Context: an optimization exercise on an open-source flow, tuned for small area, a short achievable clock period and few clock cycles. The choices shown serve that exercise and are no tape-out recipe.
Function was checked by simulation only, so behaviour that the tests miss may differ from the original.
The clock port is modelled as an ideal driver, which makes a skipped or thinned clock tree look cheaper than it is; a real chip needs a root buffer or a tree.

// HT_TOP
module HT_TOP(
    clk,
    rst_n,
    in_valid,
    in_weight,
    out_mode,
    out_valid,
    out_code
);
Size: roughly 740 cells after synthesis, about 9 I/O pins, about 5500 sq um of cells after synthesis.
clock: 20.0 ns
lec_check: 0
abc_area: 1
cap_margin: 20
cell_pad_in_sites_detail_placement: 2
cell_pad_in_sites_global_placement: 2
core_margin: 2
core_utilization: 35
place_density: 0.5
slew_margin: 20
standard.sh (not shown) runs the stock make flow with config.mk's settings and CLKGATE_MAP_FILE= SYNTH_SCRIPT=/design/flow/synth_recipe.tcl, a recipe that flattens the netlist after the stock synthesis.
==> flow/flow/run.sh <==
#!/bin/bash
# The standard layout (the standard.sh, unchanged synthesis), with a
# faster buffer on the ports than the one buffer_ports picks by default,
# and a single-level clock tree in place of TritonCTS's two levels
# (flow/cts_post.tcl, run at the end of the CTS step).
set -euo pipefail
export BUFFER_PORTS_ARGS="-buffer_cell sky130_fd_sc_hd__buf_1"
export POST_CTS_TCL="$(pwd)/flow/cts_post.tcl"
bash standard.sh > standard_flow.log 2>&1
Other scripts of this flow, unchanged in this note and not shown: flow/flow/cts_post.tcl
The baseline went through all stages and came out clean.
Testbench counts at the start, summed over its fixed seeds: cycles 38,938.
Next try:
--- a/flow/flow/run.sh
+++ b/flow/flow/run.sh
@@ -7 +7 @@
-export BUFFER_PORTS_ARGS="-buffer_cell sky130_fd_sc_hd__buf_1"
+export BUFFER_PORTS_ARGS="-buffer_cell sky130_fd_sc_hd__buf_4"
Effect: Worst hold slack hardly moves. Cell area rose by 0.51%. Register-to-register slack got worse by 0.06 ns. Via count barely changes. Routed wire length stays flat. Clock skew hardly moves. Setup slack improved by 0.090 ns.
In every run of this note, the design's own scripts or RTL, not TritonCTS, make the clock network.

run 1:
Another version of the RTL of HT_TOP (not shown whole).
Size in the first run: roughly 87 flip-flops, ~5700 µm² of cells after synthesis.
==> flow/config.mk <==
export PLATFORM = sky130hd
export DESIGN_NAME = HT_TOP
export DESIGN_NICKNAME = HT_TOP
export VERILOG_FILES = /design/flow/design.v
export SDC_FILE = /design/flow/constraint.sdc
export NUM_CORES = 4
export LEC_CHECK = 0
export ABC_AREA = 1
export CAP_MARGIN = 20
export CELL_PAD_IN_SITES_DETAIL_PLACEMENT = 2
export CELL_PAD_IN_SITES_GLOBAL_PLACEMENT = 2
export CORE_MARGIN = 2
export CORE_UTILIZATION = 35
export PLACE_DENSITY = 0.5
export SLEW_MARGIN = 20
==> flow/constraint.sdc <==
create_clock -name core_clock -period 20.0 [get_ports {clk}]
set_input_delay 4.0000 -clock core_clock [delete_from_list [all_inputs] [get_ports {clk}]]
set_output_delay 4.0000 -clock core_clock [all_outputs]
set_load 0.01 [all_outputs]
==> flow/flow/run.sh <==
#!/bin/bash
# The standard layout (the standard.sh, unchanged synthesis) with two
# changes made through ORFS's hooks and variables:
#  - a faster buffer on the ports than the one buffer_ports picks by default;
#  - at the end of the CTS step (flow/cts_post.tcl): a single-level clock
#    tree in place of TritonCTS's two levels, then each combinational gate
#    moved to its smallest drive that keeps the setup slack.
set -euo pipefail
export BUFFER_PORTS_ARGS="-buffer_cell sky130_fd_sc_hd__buf_4"
export POST_CTS_TCL="$(pwd)/flow/cts_post.tcl"
bash standard.sh > standard_flow.log 2>&1
==> flow/flow/cts_post.tcl <==
# Runs at the end of ORFS's CTS step (POST_CTS_TCL hook).
# Replaces the two-level tree TritonCTS built with a single level: the clock
# port drives four clkbuf_16 buffers, each driving the flip-flops of one
# quadrant of the placed flip-flops, so every flip-flop sees one buffer delay.
set block [ord::get_db_block]
set db [ord::get_db]
set master [$db findMaster sky130_fd_sc_hd__clkbuf_16]
set port_net [$block findNet clk]

# clock sinks: the CLK pins of all flip-flops
set sinks {}
foreach inst [$block getInsts] {
  set mname [[$inst getMaster] getName]
  if {![string match "sky130_fd_sc_hd__*df*" $mname]} { continue }
  set it [$inst findITerm CLK]
  if {$it eq "NULL" || $it eq ""} { continue }
  set bb [$inst getBBox]
  lappend sinks [list $it [expr {([$bb xMin] + [$bb xMax]) / 2}] [expr {([$bb yMin] + [$bb yMax]) / 2}]]
}
puts "manual cts: [llength $sinks] sinks"

# remove TritonCTS's buffers and their nets
set old_nets {}
foreach inst [$block getInsts] {
  if {[string match "clkbuf_*" [$inst getName]] || [string match "clkload*" [$inst getName]]} {
    set out [$inst findITerm X]
    if {$out ne "NULL" && $out ne ""} {
      set n [$out getNet]
      if {$n ne "NULL" && $n ne ""} { lappend old_nets $n }
    }
    puts "manual cts: removing [$inst getName] ([[$inst getMaster] getName])"
    odb::dbInst_destroy $inst
  }
}
foreach s $sinks { [lindex $s 0] disconnect }
foreach n [lsort -unique $old_nets] {
  if {[$n getName] ne "clk"} { odb::dbNet_destroy $n }
}

# split the sinks into quadrants: halves by x, then each half by y
set sorted [lsort -integer -index 1 $sinks]
set half [expr {[llength $sorted] / 2}]
set groups {}
foreach part [list [lrange $sorted 0 [expr {$half - 1}]] [lrange $sorted $half end]] {
  set ys [lsort -integer -index 2 $part]
  set h2 [expr {[llength $ys] / 2}]
  lappend groups [lrange $ys 0 [expr {$h2 - 1}]] [lrange $ys $h2 end]
}
set g 0
foreach grp $groups {
  if {[llength $grp] == 0} { continue }
  set sx 0; set sy 0
  foreach s $grp { incr sx [lindex $s 1]; incr sy [lindex $s 2] }
  set cx [expr {$sx / [llength $grp]}]
  set cy [expr {$sy / [llength $grp]}]
  set inst [odb::dbInst_create $block $master "clkbuf_manual_$g"]
  $inst setLocation $cx $cy
  $inst setPlacementStatus PLACED
  set net [odb::dbNet_create $block "clknet_manual_$g"]
  $net setSigType CLOCK
  [$inst findITerm A] connect $port_net
  [$inst findITerm X] connect $net
  foreach s $grp { [lindex $s 0] connect $net }
  puts "manual cts: buffer $g at ($cx, $cy) drives [llength $grp] sinks"
  incr g
}
$port_net setSigType CLOCK


# Area recovery: synthesis maps for speed against a delay target far below
# what the design needs, so many gates come out in stronger drives than the
# clock period calls for.  Move each combinational gate to its smallest drive
# that keeps every path at least 0.25 ns better than the present worst setup
# slack (the output paths, which gate sizes do not change); the margin covers
# the routed parasitics that come later.
set_propagated_clock [all_clocks]
estimate_parasitics -placement
set ws0 [sta::worst_slack -max]
set target [expr {$ws0 + 0.25}]
puts "downsize: worst slack $ws0"
set n 0
set undone 0
foreach inst [$block getInsts] {
  set m [[$inst getMaster] getName]
  if {![regexp {^(sky130_fd_sc_hd__[a-z0-9]+)_([0-9]+)$} $m -> base drv]} { continue }
  if {[string match "*df*" $base] || [string match "*conb*" $base] || [string match "*tap*" $base] || [string match "*clkbuf*" $base]} { continue }
  set iname [$inst getName]
  if {[string match "input*" $iname] || [string match "output*" $iname]} { continue }
  set pins [get_pins -of_objects [get_cells $iname] -filter "direction == output"]
  foreach d {0 1 2 4} {
    if {$d >= $drv} { break }
    set small [$db findMaster ${base}_$d]
    if {$small eq "NULL" || $small eq ""} { continue }
    replace_cell [get_cells $iname] ${base}_$d
    set ok 1
    foreach p $pins {
      set path [find_timing_paths -through $p -path_delay max]
      if {[llength $path] && [get_property [lindex $path 0] slack] < $target} { set ok 0 }
    }
    if {$ok && [sta::worst_slack -max] >= $ws0 - 0.001} {
      incr n
      break
    }
    replace_cell [get_cells $iname] $m
    incr undone
  }
}
puts "downsize: $n gates made smaller, $undone tries undone; worst slack now [sta::worst_slack -max]"

detailed_placement
check_placement -verbose
estimate_parasitics -placement
report_clock_skew
repair_timing -hold -verbose
detailed_placement
check_placement -verbose
report_checks -path_delay max -to [all_outputs]
Testbench counts of run 1, summed over its fixed seeds: cycles 37,738.
Modified inputs, run 2 compared to run 1
--- a/flow/flow/cts_post.tcl
+++ b/flow/flow/cts_post.tcl
@@ -73 +73 @@
-# that keeps every path at least 0.25 ns better than the present worst setup
+# that keeps every path at least 0.15 ns better than the present worst setup
@@ -79 +79 @@
-set target [expr {$ws0 + 0.25}]
+set target [expr {$ws0 + 0.15}]
@@ -94,0 +95 @@
+    estimate_parasitics -placement
@@ -104,0 +106 @@
+    estimate_parasitics -placement
--- outcome ---
Worst hold slack after final layout of run 1 is on par with run 2. First-iteration DRC count for run 2: 23% down relative to run 1. Delta(area of combinational cells with multiple inputs, run 2 - run 1) > 0. The transition time at the pin with the least slew margin of run 2 falls short of that of run 1 by 0.037 ns. Going from run 1 to run 2, share of final-layout standard cells stronger than drive strength 1 rose 0.38 points; cell area held; average wire per standard cell roughly the same. Run 2: met2 routed wirelength 40 µm above run 1.
### run 2 -> run 3
==> flow/flow/run.sh <==
#!/bin/bash
# The standard layout (the standard.sh, unchanged synthesis), with a
# faster buffer on the ports than the one buffer_ports picks by default,
# and a single-level clock tree in place of TritonCTS's two levels
# (flow/cts_post.tcl, run at the end of the CTS step).
set -euo pipefail
export BUFFER_PORTS_ARGS="-buffer_cell sky130_fd_sc_hd__buf_4"
export POST_CTS_TCL="$(pwd)/flow/cts_post.tcl"
bash standard.sh > standard_flow.log 2>&1
--- a/flow/flow/cts_post.tcl
+++ b/flow/flow/cts_post.tcl
@@ -69,43 +68,0 @@
-
-# Area recovery: synthesis maps for speed against a delay target far below
-# what the design needs, so many gates come out in stronger drives than the
-# clock period calls for.  Move each combinational gate to its smallest drive
-# that keeps every path at least 0.15 ns better than the present worst setup
-# slack (the output paths, which gate sizes do not change); the margin covers
-# the routed parasitics that come later.
-set_propagated_clock [all_clocks]
-estimate_parasitics -placement
-set ws0 [sta::worst_slack -max]
-set target [expr {$ws0 + 0.15}]
-puts "downsize: worst slack $ws0"
-set n 0
-set undone 0
-foreach inst [$block getInsts] {
-  set m [[$inst getMaster] getName]
-  if {![regexp {^(sky130_fd_sc_hd__[a-z0-9]+)_([0-9]+)$} $m -> base drv]} { continue }
-  if {[string match "*df*" $base] || [string match "*conb*" $base] || [string match "*tap*" $base] || [string match "*clkbuf*" $base]} { continue }
-  set iname [$inst getName]
-  if {[string match "input*" $iname] || [string match "output*" $iname]} { continue }
-  set pins [get_pins -of_objects [get_cells $iname] -filter "direction == output"]
-  foreach d {0 1 2 4} {
-    if {$d >= $drv} { break }
-    set small [$db findMaster ${base}_$d]
-    if {$small eq "NULL" || $small eq ""} { continue }
-    replace_cell [get_cells $iname] ${base}_$d
-    estimate_parasitics -placement
-    set ok 1
-    foreach p $pins {
-      set path [find_timing_paths -through $p -path_delay max]
-      if {[llength $path] && [get_property [lindex $path 0] slack] < $target} { set ok 0 }
-    }
-    if {$ok && [sta::worst_slack -max] >= $ws0 - 0.001} {
-      incr n
-      break
-    }
-    replace_cell [get_cells $iname] $m
-    estimate_parasitics -placement
-    incr undone
-  }
-}
-puts "downsize: $n gates made smaller, $undone tries undone; worst slack now [sta::worst_slack -max]"
-
Results
The source-to-sink clock delay at the later pin of the worst-skew pair on run 2 is in line with that on run 3. ~same final clock period utilization by the worst path in run 2 and run 3. On via count, run 2 and run 3 are neck and neck.
Input-level comparison between run 4 and run 3:
==> flow/flow/run.sh <==
#!/bin/bash
# The standard layout (the standard.sh, unchanged synthesis) with three
# changes made through ORFS's hooks and variables:
#  - every combinational gate starts at its smallest drive after floorplan
#    (flow/downsize.tcl);
#  - a faster buffer on the ports than the one buffer_ports picks by default;
#  - a single-level clock tree in place of TritonCTS's two levels
#    (flow/cts_post.tcl, run at the end of the CTS step).
set -euo pipefail
export BUFFER_PORTS_ARGS="-buffer_cell sky130_fd_sc_hd__buf_4"
export POST_FLOORPLAN_TCL="$(pwd)/flow/downsize.tcl"
export POST_CTS_TCL="$(pwd)/flow/cts_post.tcl"
bash standard.sh > standard_flow.log 2>&1
==> flow/flow/downsize.tcl (new file) <==
set db [ord::get_db]
set block [ord::get_db_block]
set n 0
foreach inst [$block getInsts] {
  set m [[$inst getMaster] getName]
  if {![regexp {^(sky130_fd_sc_hd__[a-z0-9]+)_([0-9]+)$} $m -> base drv]} { continue }
  if {[string match "*df*" $base] || [string match "*conb*" $base] || [string match "*tap*" $base]} { continue }
  foreach d {0 1 2} {
    if {$d >= $drv} { break }
    set small [$db findMaster ${base}_$d]
    if {$small ne "NULL" && $small ne ""} {
      $inst swapMaster $small
      incr n
      break
    }
  }
}
puts "downsize: $n gates set to their smallest drive"
Notes after the runs:
| core utilization | higher: run 3 |
On run 4: overall global routing resource usage is 0.69 points lower than what run 3 gave.
Lower first-pass GRT wire length was reported by run 4, not run 3.
In every run of this note, the design's own scripts or RTL, not TritonCTS, make the clock network.

==> re-timing with driven ports <==
In the flow no input, the clock included, has a driving cell. The finished layouts below were timed again as built, in two steps.
Step 1 assumes that a clkbuf_16 drives the clock port and a buf_2 every other input.
Step 2 adds t to the input delays and takes it off the output delays; t is the mean of the earliest and latest rising clock arrival at the registers after step 1. Input paths then give back, and output paths get back, about the clock's delay inside the block.
Slacks: ideal ports / drivers / drivers and shift; pairs: ideal ports / drivers.
run | shift t [ns] | setup WS [ns] | worst setup path at the end
the first run of note 1 | 0.251 | 15.210 / 15.223 / 15.029 | input to register
the second run of note 1 | 0.245 | 15.299 / 15.211 / 15.199 | input to register
run 1 | 0.247 | 15.267 / 15.247 / 15.267 | register to register
run 2 | 0.247 | 15.339 / 15.247 / 15.370 | input to register
run 3 | 0.248 | 15.338 / 15.246 / 15.368 | input to register
run 4 | 0.249 | 15.321 / 15.227 / 15.295 | input to register
After both steps setup and hold are still met in every run listed. For the first run of note 1, which loses most, drivers alone change the setup slack by +0.013 ns; drivers and shift together by -0.181 ns.
